From an optimization exercise on the open Yosys and OpenROAD flow, aimed at small area, a short achievable clock period and few clock cycles per item; shortcuts taken in it are not production practice. Only simulation tests tie the RTL to the original design; equivalence was not proved.

## cordic
module cordic #(
    parameter WIDTH = 16,
    parameter ITERATIONS = 16,
    parameter FRAC_BITS = 14
) (
    input wire clk,
    input wire rst,
    input wire start,
    input wire signed [WIDTH-1:0] theta,
    output wire signed [WIDTH-1:0] cos_out,
    output wire signed [WIDTH-1:0] sin_out,
    output reg done
);
Size: ~990 cells after synthesis, ~64 flip-flops, roughly 52 I/O pins, roughly 0.0067 mm^2 of cells after synthesis.
==> flow/config.mk <==
export PLATFORM = sky130hd
export DESIGN_NAME = cordic
export DESIGN_NICKNAME = cordic
export VERILOG_FILES = /design/flow/design.v
export SDC_FILE = /design/flow/constraint.sdc
export NUM_CORES = 4
export LEC_CHECK = 0
export ABC_AREA = 1
export CAP_MARGIN = 20
export CORE_MARGIN = 2
export CORE_UTILIZATION = 65
export SETUP_SLACK_MARGIN = 5.0
export SLEW_MARGIN = 20
==> flow/constraint.sdc <==
create_clock -name core_clock -period 9.0 [get_ports {clk}]
set_input_delay 1.8000 -clock core_clock [delete_from_list [all_inputs] [get_ports {clk}]]
set_output_delay 1.8000 -clock core_clock [all_outputs]
set_load 0.01 [all_outputs]
standard.sh (not shown) runs the stock make flow with config.mk's settings and CLKGATE_MAP_FILE= SYNTH_SCRIPT=/design/flow/synth_recipe.tcl, a recipe that flattens the netlist after the stock synthesis.
==> flow/flow/run.sh <==
#!/bin/bash
# The standard layout with plain buffers on the ports, and repair_timing
# aiming at a tighter period than the clock's (the SDC stays as it is).
set -euo pipefail
bash standard.sh "BUFFER_PORTS_ARGS=-buffer_cell sky130_fd_sc_hd__buf_1" SETUP_SLACK_MARGIN=5.5 finish > flow_make.log 2>&1
The first run produced a clean layout.
Testbench counts at the start, summed over its fixed seeds: cycles 51,200, items 3,200.
==> next run, changes <==
==> flow/flow/run.sh (replaced) <==
#!/bin/bash
# The standard layout with plain buffers on the ports, and repair_timing
# aiming at a tighter period than the clock's (the SDC stays as it is).
set -euo pipefail
bash standard.sh "BUFFER_PORTS_ARGS=-buffer_cell sky130_fd_sc_hd__buf_1" SETUP_SLACK_MARGIN=5.75 finish > flow_make.log 2>&1
Settings changed: CORE_UTILIZATION 65 to 55.
The new run completed without violations.
Via count falls by 2.0%.
Synthesized area stays the same.
Routed wire length rises by 2.9%.


Another version of the RTL of cordic (not shown whole).
Size: ~1100 cells after synthesis, roughly 68 flip-flops, ~52 I/O pins, about 6600 µm² of cells after synthesis.
export LEC_CHECK = 0
export ABC_AREA = 1
export CAP_MARGIN = 20
export CORE_MARGIN = 2
export CORE_UTILIZATION = 55
export SETUP_SLACK_MARGIN = 5.0
export SLEW_MARGIN = 20
export TNS_END_PERCENT = 10
create_clock -name core_clock -period 9.0 [get_ports {clk}]
==> flow/flow/run.sh <==
#!/bin/bash
# The standard layout with plain buffers on the ports, and repair_timing
# aiming at a tighter period than the clock's (the SDC stays as it is).
set -euo pipefail
bash standard.sh "BUFFER_PORTS_ARGS=-buffer_cell sky130_fd_sc_hd__buf_1" SETUP_SLACK_MARGIN=5.75 finish > flow_make.log 2>&1
Testbench counts at the start, summed over its fixed seeds: cycles 48,000, items 3,200.
==> next run, changes <==
==> flow/flow/run.sh (replaced) <==
#!/bin/bash
# The standard layout with plain buffers on the ports, and repair_timing
# aiming at a tighter period than the clock's (the SDC stays as it is).
set -euo pipefail
bash standard.sh "BUFFER_PORTS_ARGS=-buffer_cell sky130_fd_sc_hd__buf_1" SETUP_SLACK_MARGIN=6.0 finish > flow_make.log 2>&1
CORE_UTILIZATION = 50   (was 55)
TNS_END_PERCENT = not set   (was 10)
=>
- The changed run went through all stages and came out clean
- global-route usage falls by 1.6 points
- sequential share of layout area falls by 1.7 points
- synthesized cell count stays the same
- worst hold slack loses 0.021 ns


== build 78 ==
The RTL this note starts from:
==> flow/design.v <==
module cordic #(
    parameter WIDTH = 16,
    parameter ITERATIONS = 16,
    parameter FRAC_BITS = 14
) (
    input wire clk,
    input wire rst,
    input wire start,
    input wire signed [WIDTH-1:0] theta,
    output wire signed [WIDTH-1:0] cos_out,
    output wire signed [WIDTH-1:0] sin_out,
    output reg done
);
    reg signed [15:0] x, y, z;
    reg n1;                  
    reg dir;                 
    reg zpos;                
    reg [3:0] cnt;           
    reg [3:0] cx;            
    reg [3:0] cyn;           
    reg sec;                 
    reg busy;                
    reg ax;                  
    reg ayn;                 
    assign cos_out = x;
    assign sin_out = y;
    reg [15:0] atab;
    always @(*) begin
        case (cnt)
            4'd3:  atab = 16'h07F5;
            4'd4:  atab = 16'h03FE;
            4'd5:  atab = 16'h01FF;
            4'd6:  atab = 16'h00FF;
            4'd7:  atab = 16'h007F;
            4'd8:  atab = 16'h003F;
            4'd9:  atab = 16'h001F;
            4'd10: atab = 16'h000F;
            4'd11: atab = 16'h0007;
            4'd12: atab = 16'h0003;
            4'd13: atab = 16'h0001;
            default: atab = 16'h0000;
        endcase
    end
    reg [15:0] c012;
    always @(*) begin
        case ({z[15], n1, zpos})
            3'b001: c012 = 16'hA064;
            3'b000: c012 = 16'hBFBE;
            3'b011: c012 = 16'hDBBC;
            3'b010: c012 = 16'hFB16;
            3'b101: c012 = 16'h04EA;
            3'b100: c012 = 16'h2444;
            3'b111: c012 = 16'h4042;
            default: c012 = 16'h5F9C;
        endcase
    end
    wire [15:0] zadd = sec ? c012 : (atab ^ {16{zpos}});
    wire zcin = zpos & ~sec;
    wire [15:0] zn = z + zadd + {15'd0, zcin};
    wire s0 = theta[15];
    wire signed [15:0] th = theta;
    wire lt_p0  = th < 16'sd12867;
    wire lt_pm  = th < 16'sd5271;
    wire lt_pp  = th < 16'sd20463;
    wire lt_n0  = th < -16'sd12867;
    wire lt_nm  = th < -16'sd5271;
    wire lt_nn  = th < -16'sd20463;
    wire s1 = s0 ? lt_n0 : lt_p0;
    wire s2 = s0 ? (lt_n0 ? lt_nn : lt_nm) : (lt_p0 ? lt_pm : lt_pp);
    wire [15:0] x2 = (s0 ^ s1) ? 16'h7497 : 16'h26DD;
    wire [15:0] y2 = s0 ? (s1 ? 16'h8B69 : 16'hD923)
                        : (s1 ? 16'h26DD : 16'h7497);
    wire signed [15:0] xg = x & {16{ax}};
    wire signed [15:0] yg = y & {16{~ayn}};
    wire signed [15:0] xs = xg >>> cx;
    wire signed [15:0] ys = yg >>> ~cyn;
    wire signed [15:0] xn = x + (ys ^ {16{~dir}}) + {15'd0, ~dir};
    wire signed [15:0] yn = y + (xs ^ {16{dir}}) + {15'd0, dir};
    always @(posedge clk or posedge rst) begin
        if (rst) begin
            cnt <= 4'd0;
            busy <= 1'b0;
            done <= 1'b0;
        end else if (start && !busy) begin
            cnt <= 4'd2;
            busy <= 1'b1;
            done <= 1'b0;
        end else if (busy) begin
            cnt <= cnt + 4'd1;
            if (cnt == 4'd15) begin
                busy <= 1'b0;
                done <= 1'b1;
            end
        end
    end
    always @(posedge clk) begin
        if (busy) begin
            z <= zn;
            dir <= zn[15];
            zpos <= ~zn[15];
            cx <= cx + 4'd1;
            cyn <= cyn - 4'd1;
            sec <= 1'b0;
            ax <= (cnt != 4'd15);
            ayn <= (cnt == 4'd15);
        end else begin
            z <= theta;
            cx <= 4'd2;
            cyn <= ~4'd2;
            sec <= start;
            ax <= start;
            ayn <= ~start;
            n1 <= s1;
            dir <= s2;
            zpos <= ~s2;
        end
        if (start && !busy) begin
            x <= x2;
            y <= y2;
        end else begin
            x <= xn;
            y <= yn;
        end
    end
endmodule
clock: 9.0 ns
lec_check: 0
abc_area: 1
cap_margin: 20
core_margin: 2
core_utilization: 55
setup_slack_margin: 5.0
slew_margin: 20
==> flow/flow/run.sh <==
#!/bin/bash
# The standard layout with plain buffers on the ports, and repair_timing
# aiming at a tighter period than the clock's (the SDC stays as it is).
set -euo pipefail
bash standard.sh "BUFFER_PORTS_ARGS=-buffer_cell sky130_fd_sc_hd__buf_1" SETUP_SLACK_MARGIN=5.75 finish > flow_make.log 2>&1
Testbench counts of build 78, summed over its fixed seeds: cycles 48,000, items 3,200.
What build 58 does differently from build 78 at the input level:
# build 78
export LEC_CHECK = 0
export ABC_AREA = 1
export CAP_MARGIN = 20
export CORE_MARGIN = 2
export CORE_UTILIZATION = 55
export SETUP_SLACK_MARGIN = 5.0
export SLEW_MARGIN = 20
create_clock -name core_clock -period 9.0 [get_ports {clk}]
# build 58
export LEC_CHECK = 0
export ABC_AREA = 1
export CAP_MARGIN = 20
export CORE_MARGIN = 2
export CORE_UTILIZATION = 65
export SETUP_SLACK_MARGIN = 5.0
export SLEW_MARGIN = 20
create_clock -name core_clock -period 9.0 [get_ports {clk}]
==> flow/flow/run.sh <==
#!/bin/bash
# The standard layout with plain buffers on the ports, and repair_timing
# aiming at a tighter period than the clock's (the SDC stays as it is).
set -euo pipefail
bash standard.sh "BUFFER_PORTS_ARGS=-buffer_cell sky130_fd_sc_hd__buf_1" SETUP_SLACK_MARGIN=5.5 finish > flow_make.log 2>&1
- The lower count of inserted tapcells came out of build 58.
- [compare] base=build 78 new=build 58: via count picked up an extra 81; area of placed instances now sits at about the same level; fraction of final layout cells with drive strength greater than 1 lost 4.7 points; largest fanout on the critical path fell 22.
- In the metrics for build 78 and build 58, the one carrying the lower share of cell area taken by flip-flops and latches is build 78.
- Taking build 58 over build 78, the final area ratio works out to 0.942.
> inputs changed (build 58 -> build 97)
# build 58
export LEC_CHECK = 0
export ABC_AREA = 1
export CAP_MARGIN = 20
export CORE_MARGIN = 2
export CORE_UTILIZATION = 65
export SETUP_SLACK_MARGIN = 5.0
export SLEW_MARGIN = 20
create_clock -name core_clock -period 9.0 [get_ports {clk}]
# build 97
export LEC_CHECK = 0
export ABC_AREA = 1
export CAP_MARGIN = 20
export CORE_MARGIN = 2
export CORE_UTILIZATION = 65
export SETUP_SLACK_MARGIN = 5.0
export SLEW_MARGIN = 20
export TNS_END_PERCENT = 10
create_clock -name core_clock -period 9.0 [get_ports {clk}]
- The final layout from build 97, which completed every stage, passed the timing, DRC and antenna checks at the end of the flow.
- Period utilization, build 97 and build 58, higher one = build 97.
- The final instance area was comparable across build 97 and build 58.
- Build 97 ends up with a required time of the critical path that is 50 ps higher than in build 58.
- Utilization build 58 -> build 97: down

[what the ideal ports hide]
The results above use ideal ports. As a check the final layouts listed here were re-extracted and re-timed, cells and wires unchanged. Step 1 assumes that a clkbuf_16 drives the clock port and a buf_2 every other input. Step 2 also shifts input and output timing later by t, the mid clock arrival at the registers, as if the neighbouring blocks saw the same clock. Three values: no drivers, after step 1, after step 2; two values: the first two.
run	t, ns	setup WS [ns]	worst hold slack (ns)	worst setup path at the end	worst slew at a driven data input, ns
the first run of note 1	0.395	5.736 / 5.736 / 5.364	0.493 / 0.493 / 0.493	input to register	0.04
the second run of note 1	0.383	5.892 / 5.892 / 5.538	0.513 / 0.513 / 0.513	input to register	0.03
the first run of note 2	0.386	5.888 / 5.910 / 5.525	0.480 / 0.480 / 0.480	input to register	0.04
the second run of note 2	0.390	5.896 / 5.896 / 5.774	0.459 / 0.459 / 0.459	input to register	0.03
build 78	0.384	5.924 / 5.924 / 5.600	0.480 / 0.480 / 0.480	input to register	0.04
build 58	0.391	5.712 / 5.712 / 5.485	0.489 / 0.489 / 0.489	input to register	0.03
build 97	0.392	5.686 / 5.686 / 5.484	0.489 / 0.489 / 0.489	input to register	0.03
After both steps every run listed still meets setup and hold. For the first run of note 1, which loses most, drivers alone change the setup slack by 0.000 ns; drivers and shift together by -0.372 ns.
